From an optimization exercise on the open Yosys and OpenROAD flow, aimed at small area, a short achievable clock period and few clock cycles; shortcuts taken in it are not production practice. No functional check of the RTL was part of any run shown here.

==> flow/design.v <==
module INV_IP (IN_P, IN_K, OUT_INV);
input  [5:0] IN_P;
input  [4:0] IN_K;
output [5:0] OUT_INV;
reg [4:0] idx;
always @(*) begin
    case (IN_P)
        6'd3: idx = 5'd0;
        6'd5: idx = 5'd1;
        6'd7: idx = 5'd2;
        6'd11: idx = 5'd3;
        6'd13: idx = 5'd4;
        6'd17: idx = 5'd5;
        6'd19: idx = 5'd6;
        6'd23: idx = 5'd7;
        6'd29: idx = 5'd8;
        6'd31: idx = 5'd9;
        6'd37: idx = 5'd10;
        6'd41: idx = 5'd11;
        6'd43: idx = 5'd12;
        6'd47: idx = 5'd13;
        6'd53: idx = 5'd14;
        6'd59: idx = 5'd15;
        6'd61: idx = 5'd16;
        default: idx = 5'd0;
    endcase
end
localparam [1023:0] T0 = 1024'h00000000000000000000000000000000000000000000000000000000000000000000000000000000000000000000000000000000000000000000000011d702cf1562652901655161007a6e5d0014dc8b00015be5000178b700007dbf00001059000007210000017b0000000d0000001300000015000000070000000100000001;
localparam [1023:0] T1 = 1024'h0000000000000000000000000000000000000000000000000000000000000000000000000000000000000000000000000000000000000000000000003e52917802a33970021e6a9a007720ac00055bc4000634ea0002f62400006f10000036860000051c000000e8000000360000003800000000000000040000000200000000;
localparam [1023:0] T2 = 1024'h00000000000000000000000000000000000000000000000000000000000000000000000000000000000000000000000000000000000000000000000037ab32401bd0079601b18ab80054ebf0001519aa0009b32a0000ccc4000070d200003114000000a4000000a60000006e0000002000000012000000020000000000000000;
localparam [1023:0] T3 = 1024'h00000000000000000000000000000000000000000000000000000000000000000000000000000000000000000000000000000000000000000000000038a04ac2182ed6340385cba0000fcc680001bc5600040ba200012d26000049cc00002b7a0000040e0000018a000000a0000000060000000c000000000000000000000000;
localparam [1023:0] T4 = 1024'h000000000000000000000000000000000000000000000000000000000000000000000000000000000000000000000000000000000000000000000000204031a417ca5a4a02121d62004000fe001390960008594000024d6a00002aa600000e08000003f000000010000000000000000000000000000000000000000000000000;
localparam [1023:0] T5 = 1024'h000000000000000000000000000000000000000000000000000000000000000000000000000000000000000000000000000000000000000000000000042d66fe0d99e47000ef04cc003a990000080708000220140000001000000000000000000000000000000000000000000000000000000000000000000000000000000000;
wire [9:0] sel = {idx, IN_K};
assign OUT_INV[0] = T0[sel];
assign OUT_INV[1] = T1[sel];
assign OUT_INV[2] = T2[sel];
assign OUT_INV[3] = T3[sel];
assign OUT_INV[4] = T4[sel];
assign OUT_INV[5] = T5[sel];
endmodule
module EC_TOP(
    clk, rst_n, in_valid,
    in_Px, in_Py, in_Qx, in_Qy, in_prime, in_a,
    out_valid, out_Rx, out_Ry
);
input clk, rst_n, in_valid;
input [6-1:0] in_Px, in_Py, in_Qx, in_Qy, in_prime, in_a;
output reg out_valid;
output reg [6-1:0] out_Rx, out_Ry;
reg v1, v2, v3, v4;
always @(posedge clk or negedge rst_n) begin
    if (!rst_n) begin
        v1 <= 1'b0; v2 <= 1'b0; v3 <= 1'b0; v4 <= 1'b0;
    end else begin
        v1 <= in_valid; v2 <= v1; v3 <= v2; v4 <= v3;
    end
end
reg [5:0] px, py, qx, qy, pr, aa;
always @(posedge clk) begin
    if (in_valid) begin
        px <= in_Px; py <= in_Py; qx <= in_Qx; qy <= in_Qy; pr <= in_prime; aa <= in_a;
    end
end
reg  [5:0] mm_a, mm_b;
reg  [6:0] mm_c;
reg  [11:0] mm_x;
reg  [7:0] mm_d;
integer k;
always @(*) begin
    mm_x = mm_a * mm_b + mm_c;
    for (k = 5; k >= 0; k = k - 1) begin
        mm_d = {1'b0, mm_x[k +: 7]} - {2'b00, pr};
        if (!mm_d[7]) mm_x[k +: 7] = mm_d[6:0];
    end
end
wire [5:0] mm_out = mm_x[5:0];
wire dbl = (px == qx) && (py == qy);
wire [7:0] px3  = {2'b00, px} + {1'b0, px, 1'b0};
wire [7:0] px3a = px3 - {1'b0, pr, 1'b0};
wire [7:0] px3b = px3 - {2'b00, pr};
wire [5:0] tx   = !px3a[7] ? px3a[5:0] : (!px3b[7] ? px3b[5:0] : px3[5:0]);    
wire [6:0] py2  = {py, 1'b0};
wire [7:0] py2s = {1'b0, py2} - {2'b00, pr};
wire [6:0] dsub = {1'b0, qx} - {1'b0, px};
wire [5:0] den  = dbl ? (py2s[7] ? py2[5:0] : py2s[5:0])
                      : (dsub[6] ? dsub[5:0] + pr : dsub[5:0]);
wire [5:0] dodd = den[0] ? den : pr - den;       
wire [5:0] rinv;
INV_IP I_INV_IP (.IN_P(pr), .IN_K(dodd[5:1]), .OUT_INV(rinv));
wire [5:0] inv  = den[0] ? rinv : pr - rinv;
reg [5:0] r_num, r_inv, r_s, r_rx, r_t;
wire [6:0] tsub = {1'b0, px} - {1'b0, mm_out};
wire [5:0] tval = tsub[6] ? tsub[5:0] + pr : tsub[5:0];
always @(*) begin
    mm_a = r_s; mm_b = r_s; mm_c = 7'd0;
    if (v1) begin
        mm_a = px;
        mm_b = dbl ? tx : 6'd0;
        mm_c = dbl ? {1'b0, aa} : ({1'b0, qy} + {1'b0, pr} - {1'b0, py});
    end else if (v2) begin
        mm_a = r_num; mm_b = r_inv; mm_c = 7'd0;
    end else if (v3) begin
        mm_a = r_s; mm_b = r_s; mm_c = {pr, 1'b0} - {1'b0, px} - {1'b0, qx};
    end else begin
        mm_a = r_s; mm_b = r_t; mm_c = {1'b0, pr} - {1'b0, py};
    end
end
always @(posedge clk) begin
    if (v1) begin r_num <= mm_out; r_inv <= inv; end
    if (v2) r_s <= mm_out;
    if (v3) begin r_rx <= mm_out; r_t <= tval; end
end
always @(posedge clk or negedge rst_n) begin
    if (!rst_n) begin
        out_valid <= 1'b0; out_Rx <= 6'd0; out_Ry <= 6'd0;
    end else begin
        out_valid <= v4;
        out_Rx <= v4 ? r_rx : 6'd0;
        out_Ry <= v4 ? mm_out : 6'd0;
    end
end
endmodule
==> flow/run.sh <==
#!/bin/bash
# synth_recipe.tcl (not shown) runs the flow's synth.tcl, then flattens the netlist and writes it again
# the make line also repeats each setting of config.mk as NAME=value (left out here)
make -C /OpenROAD-flow-scripts/flow DESIGN_CONFIG=/design/flow/config.mk WORK_HOME=/design/flow/orfs CLKGATE_MAP_FILE= SYNTH_SCRIPT=/design/flow/synth_recipe.tcl finish
==> flow/config.mk <==
export PLATFORM = sky130hd
export DESIGN_NAME = EC_TOP
export DESIGN_NICKNAME = EC_TOP
export VERILOG_FILES = /design/flow/design.v
export SDC_FILE = /design/flow/constraint.sdc
export NUM_CORES = 4
export LEC_CHECK = 0
export ABC_CLOCK_PERIOD_IN_PS = 12000
export CAP_MARGIN = 20
export CORE_MARGIN = 2
export CORE_UTILIZATION = 40
export SLEW_MARGIN = 20
==> flow/constraint.sdc <==
create_clock -name core_clock -period 77.0 [get_ports {clk}]
set_input_delay 15.4000 -clock core_clock [delete_from_list [all_inputs] [get_ports {clk}]]
set_output_delay 15.4000 -clock core_clock [all_outputs]
set_load 0.01 [all_outputs]
==> results of run 1 <==
## layout make-up
class | count | area [µm²] | share of cell area [%]
inverter | 134 | 503 | 3.51
multi-input combinational | 1287 | 9760 | 68.0
sequential | 88 | 2510 | 17.5
timing repair buffer | 78 | 708 | 4.94
clock inverter | 4 | 37.5 | 0.262
tap | 442 | 553 | 3.85
clock buffer | 12 | 283 | 1.97
## metal layers
layer,global-route usage (%),wire length (µm),vias to the layer above
met5,0,0,-
met3,4.23,3430,93
met2,38.4,18400,602
met1,33.9,18300,5845
li1,-,-,5804
met4,7.68,990,0
## critical path, delay by kind of cell (launching register included)
kind                     cells  cell delay (ns)
XOR/XNOR                     3             0.88
adder cells (fa/ha/maj)     18             6.25
flip-flops                   1             0.57
buffers and inverters       10             0.60
AND/OR/NAND/NOR             14             2.64
multiplexers                 6             2.43
AO/OA/AOI/OAI               46            10.08
## kinds of logic (layout without fill, tap and decap cells)
group | count (synthesis) | in the layout | synth area share [%]
adders and majority gates | 205 | 205 | 22.4
DFF | 88 | 88 | 19.2
AOI/OAI and AO/OA | 517 | 517 | 27.0
xor gates and xnor gates | 79 | 79 | 5.30
muxes | 52 | 52 | 4.40
buffers and inverters | 211 | 228 | 6.25
and+or+nand+nor | 434 | 434 | 15.4
## cells in the mapped netlist, types with 7 or more instances
| cell type | number |
|---|---|
| o221ai_1 | 9 |
| a311oi_1 | 7 |
| a21oi_1 | 137 |
| o21a_1 | 22 |
| fa_1 | 48 |
| nand3_1 | 28 |
| nor4_1 | 10 |
| o211ai_1 | 25 |
| edfxtp_1 | 66 |
| mux2i_1 | 36 |
| and2_1 | 16 |
| inv_1 | 131 |
| a211oi_1 | 22 |
| o21ai_0 | 89 |
| xor2_1 | 29 |
| mux2_2 | 13 |
| nor2_1 | 156 |
| o22ai_1 | 11 |
| dfrtp_1 | 17 |
| a221oi_1 | 8 |
| a22oi_1 | 9 |
| clkbuf_1 | 64 |
| a31oi_1 | 20 |
| buf_1 | 9 |
| nand2b_1 | 12 |
| xnor2_1 | 50 |
| nor3_1 | 18 |
| a21o_1 | 46 |
| o31ai_1 | 10 |
| nand4_1 | 9 |
| nor2b_1 | 15 |
| ha_1 | 155 |
| or3_1 | 10 |
| or2_2 | 13 |
| nand2_1 | 124 |
## layout by cell type, fill, tap and decap left out, drive strengths merged, types with 11 or more instances in the layout
cell and count:
mux2 13, o211ai 25, or2 15, nand3 28, nor2 156, xor2 29, nand2b 13, dfrtp 17
inv 135, a21oi 139, xnor2 50, clkbuf 12, buf 28, o22ai 11, o21a 22, edfxtp 66
o21ai 95, and2 17, nor3 19, fa 48, a21o 49, ha 155, mux2i 37, clkdlybuf4s50 50
o31ai 11, a31oi 20, a211oi 22, nor2b 17, nand2 124
## per-stage QoR
step | area, µm² | setup slack (ns)
6_report | 14300 | 53.26
4_1_cts | 14300 | 53.40
3_5_place_dp | 14000 | 53.51
2_1_floorplan | 13100 | 55.85
5_1_grt | 14300 | 51.43
3_3_place_gp | 14000 | 54.08
## path summary, 6_finish.rpt
path / end / slack [ns] / cells after the start
worst max-delay path: r_t[5] / 53.26 / 97
worst min-delay path: out_Rx[5] / 0.46 / 1
worst max register to register: r_t[5] / 53.26 / 97
worst min register to register: out_Rx[5] / 0.46 / 1
max in group asynchronous: out_Ry[4] / 61.05 / 1
min in group asynchronous: out_Rx[2] / 15.48 / 1
==> flow_summary.toml, run 1 <==
[timing]
setup_viol = 0
relSlewSlack_pct = 33.0
min_period_over_period_pct = 30.8
period_needed_ns = 23.74
slew_viol_final = 0
max_freq_mhz = 42.1
hold_viol_final = 0
fin_setup_tns_ns = 0
hold_ws_ns = 0.457
rsz0062_at_grt = "no"
finClkSkew_ns = 0.00869
tightest_slew_ns = 0.978

[setup_path]
critPathKind = "flop to flop"
cpPeakStageDelay_ns = 0.57
cp_max_fo = 11
r2r_start = "px[1]"
worst_setup_path_start_kind = "flop"
cp.arrival_ns = 23.83
endpoint_kind = "flop"
path_common_cell = "ha_1"
critical_path.slowest_cell = "edfxtp_1"
startpoint = "px[1]"
required_ns = 77.09

[floorplanning]
die_w_um = 185
start_util_pct = 40.3
die_area_um2 = 34100
core-area_um2 = 32400
num_rows = 66
fp.dieH_um = 185
ios = 52

[clocking]
cts_root_buf = "clkbuf_16"
cts_tree = "built"
postCtsHoldBufs = 0
post-cts-setup-buffers = 0
path_clk_slew_ns = 0.07
cts_max_level = 3
numCtsBuffers = 9
cts_resized = 0
cts_buffer_depth = 2
insertion_delay_ns = 0.35
clock_sinks = 88

[logic_synthesis]
synth_area_um2 = 13100
syn_area_per_cell_um2 = 8.23
async_flop_share_pct = 19.3
ys_top_cells_by_area = "edfxtp_1 15%, ha_1 15%, fa_1 7.4%, a21oi_1 5.3%, nor2_1 4.5%"
synth.top_cell.area_share_pct = 15.2
synth_area_leader_cell = "edfxtp_1"
yosysWarnings = 2
synthesis.nets = 1828
ys_seq_area_share_pct = 19.2
synth_ff_type = "edfxtp_1"
synth_cells = 1586
synth_edf_count = 66
ys_types = 98
ys_ff_latch = 88

[drt]
first_pass_iters = 5
routed_wl_mm = 41.1
ant_nets = 0
drt_iter0_markers = 1331
viasPerCell = 6.04
drc = 0
wl_per_cell_um = 20.1
num_vias = 12300

[hold_path]
hold_class = "flop to flop"
hold_start = "r_rx[5]"

[final_layout]
fin_nets = 1840
final_util_pct = 44.3
syn_to_final_growth_pct = 9.93
stdcell_count = 2045
fill_cells = 3283
diodes = 0
drive_gt1_share_pct = 6.86

[placed_design]
gp_congestion = 0.966
dp.final_hpwl_mm = 30.4
portBuffers = 51
dp.cells = 2029

[grt]
grt_pass1_wl_mm = 64.7
overflow = 0
grt_pass1_vias = 11800
grtUsageTotal_pct = 24.4
grt_max_degree = 51
antenna_found_initial = 0

[run]
drv_cap = 0

[run_status]
outcome = "finished clean"
==> run 2: changes to the inputs <==
--- a/flow/config.mk
+++ b/flow/config.mk
@@ -5,7 +5,6 @@
 export SDC_FILE = /design/flow/constraint.sdc
 export NUM_CORES = 4
 export LEC_CHECK = 0
-export ABC_CLOCK_PERIOD_IN_PS = 12000
 export CAP_MARGIN = 20
 export CORE_MARGIN = 2
 export CORE_UTILIZATION = 40
==> run 2 against run 1 <==
- still clean
- utilization unchanged
- cell area is the same
- global-route usage did not move
- synthesized area did not move
- clock-buffer cell count unchanged
- critical path depth unchanged
- critical path type unchanged
- critical endpoint unchanged
==> flow_summary.toml, run 2 <==
[floorplanning]
ios = 52
die_w_um = 185
start_util_pct = 40.3
die_area_um2 = 34100
fp.dieH_um = 185
core-area_um2 = 32400
num_rows = 66

[logic_synthesis]
synthesis.nets = 1828
synth_common_cells = "156 x nor2_1, 155 x ha_1, 137 x a21oi_1"
ys_types = 98
ys_ff_latch = 88
yosysWarnings = 2
synth_area_um2 = 13100
ys_seq_area_share_pct = 19.2
synth_ff_type = "edfxtp_1"
synth.most_common_cell = "nor2_1"
synth_area_leader_cell = "edfxtp_1"
synth.top_cell.area_share_pct = 15.2
synth_edf_count = 66
ys_top_cells_by_area = "edfxtp_1 15%, ha_1 15%, fa_1 7.4%, a21oi_1 5.3%, nor2_1 4.5%"
async_flop_share_pct = 19.3
synth_cells = 1586
syn_area_per_cell_um2 = 8.23

[final_layout]
fin_nets = 1840
finalInstanceArea_um2 = 14300
mostFrequentLayoutCells = "156 x nor2_1, 155 x ha_1, 136 x a21oi_1"
drive_gt1_share_pct = 6.86
diodes = 0
seq_area_um2 = 2510
fill_cells = 3283
layout_commonest_cell = "nor2_1"
multi_input_area_um2 = 9760
syn_to_final_growth_pct = 9.93

[clocking]
cts_root_buf = "clkbuf_16"
post-cts-setup-buffers = 0
cts_tree = "built"
cts_resized = 0
cts_max_level = 3
postCtsHoldBufs = 0
insertion_delay_ns = 0.35
clock_sinks = 88
cts_buffer_depth = 2
path_clk_slew_ns = 0.07
numCtsBuffers = 9

[grt]
grt_max_degree = 51
grt_pass1_wl_mm = 64.7
grt_pass1_vias = 11800
grtUsageTotal_pct = 24.4
overflow = 0
antenna_found_initial = 0

[setup_path]
cpPeakStageDelay_ns = 0.57
cp.arrival_ns = 23.83
cp_max_fo = 11
critical_path.slowest_cell = "edfxtp_1"
worst_setup_path_start_kind = "flop"
critPathKind = "flop to flop"
required_ns = 77.09
endpoint_kind = "flop"
path_common_cell = "ha_1"

[placed_design]
placed_area_um2 = 14000
portBuffers = 51
pre_cts_slack_ns = 53.51
gp_congestion = 0.966
dp.final_hpwl_mm = 30.4

[timing]
setup_viol = 0
fin_setup_tns_ns = 0
relSlewSlack_pct = 33.0
finClkSkew_ns = 0.00869
tightest_slew_ns = 0.978
slew_viol_final = 0
period_needed_ns = 23.74
rsz0062_at_grt = "no"
fin_ws_ns = 53.26
min_period_over_period_pct = 30.8
max_freq_mhz = 42.1
hold_viol_final = 0

[drt]
num_vias = 12300
viasPerCell = 6.04
ant_nets = 0
wl_per_cell_um = 20.1
first_pass_iters = 5
drc = 0
routed_wl_mm = 41.1
drt_iter0_markers = 1331

[hold_path]
hold_class = "flop to flop"

[run]
drv_cap = 0

[run_status]
outcome = "finished clean"
## run 2: cell counts in the layout (fill, tap and decap cells not counted)
Identical to the previous run, type by type.
## run 2: final timing paths
check                           slack [ns]    start  cells past startpoint         to
worst max-delay path                 53.26    px[1]                     97     r_t[5]
worst min-delay path                  0.46  r_rx[5]                      1  out_Rx[5]
worst max register to register       53.26    px[1]                     97     r_t[5]
worst min register to register        0.46  r_rx[5]                      1  out_Rx[5]
max in group asynchronous            61.05    rst_n                      1  out_Ry[4]
min in group asynchronous            15.48    rst_n                      1  out_Rx[2]
## run 2: cells by family after synthesis
logic type,share of synthesized area [%]
buf+inv,6.25
compound gates,27.0
flops,19.2
xor+xnor,5.30
fa+ha+maj,22.4
mux,4.40
simple gates,15.4
## run 2: through the flow
stage | utilization [%] | cells | hold slack [ns]
after floorplan | - | 1586 | 0.378
after global placement | 43.3 | 2029 | 0.442
after detailed placement | 43.3 | 2029 | 0.447
after CTS | 44.3 | 2045 | 0.463
after global routing | 44.3 | 2045 | 0.468
final | 44.3 | 2045 | 0.457
## run 2: critical path: cells and delay by family, from the launching register on
kind,cells,cell delay [ns]
buffers and inverters,10,0.60
multiplexers,6,2.43
AND/OR/NAND/NOR,14,2.64
AO/OA/AOI/OAI,46,10.08
flip-flops,1,0.57
adder cells (fa/ha/maj),18,6.25
XOR/XNOR,3,0.88
## run 2: final cells by class
class,count,area share (%)
Timing Repair Buffer,78,4.94
Tap cell,442,3.85
Multi-Input combinational cell,1287,68.0
Clock buffer,12,1.97
Clock inverter,4,0.262
Sequential cell,88,17.5
Inverter,134,3.51
## run 2: routing by layer
metal / vias to the layer above / part of all wire (%) / track usage [%]
li1: 5804 / - / -
met1: 5845 / 45 / 33.9
met2: 602 / 45 / 38.4
met3: 93 / 8.3 / 4.23
met4: 0 / 2.4 / 7.68
met5: - / 0 / 0

## what the ideal ports hide
The flow's constraints put no driver on any port. The routed layouts listed below were extracted and timed again, unchanged, in two steps.
Step 1 sets driving cells, clkbuf_16 on the clock port and buf_2 on the other inputs (assumed; they add their load-dependent delay and slew).
Step 2 also shifts input and output timing later by t, the mid clock arrival at the registers, as if the neighbouring blocks saw the same clock.
a / b / c = ideal / step 1 / step 2; a / b = the first two.
run	t (ns)	setup slack, ns	worst register clock-pin slew, ns
run 1	0.401	53.257 / 53.257 / 53.257	0.07 / 0.07
run 2	0.401	53.257 / 53.257 / 53.257	0.07 / 0.07
After both steps setup and hold are still met in every run listed.
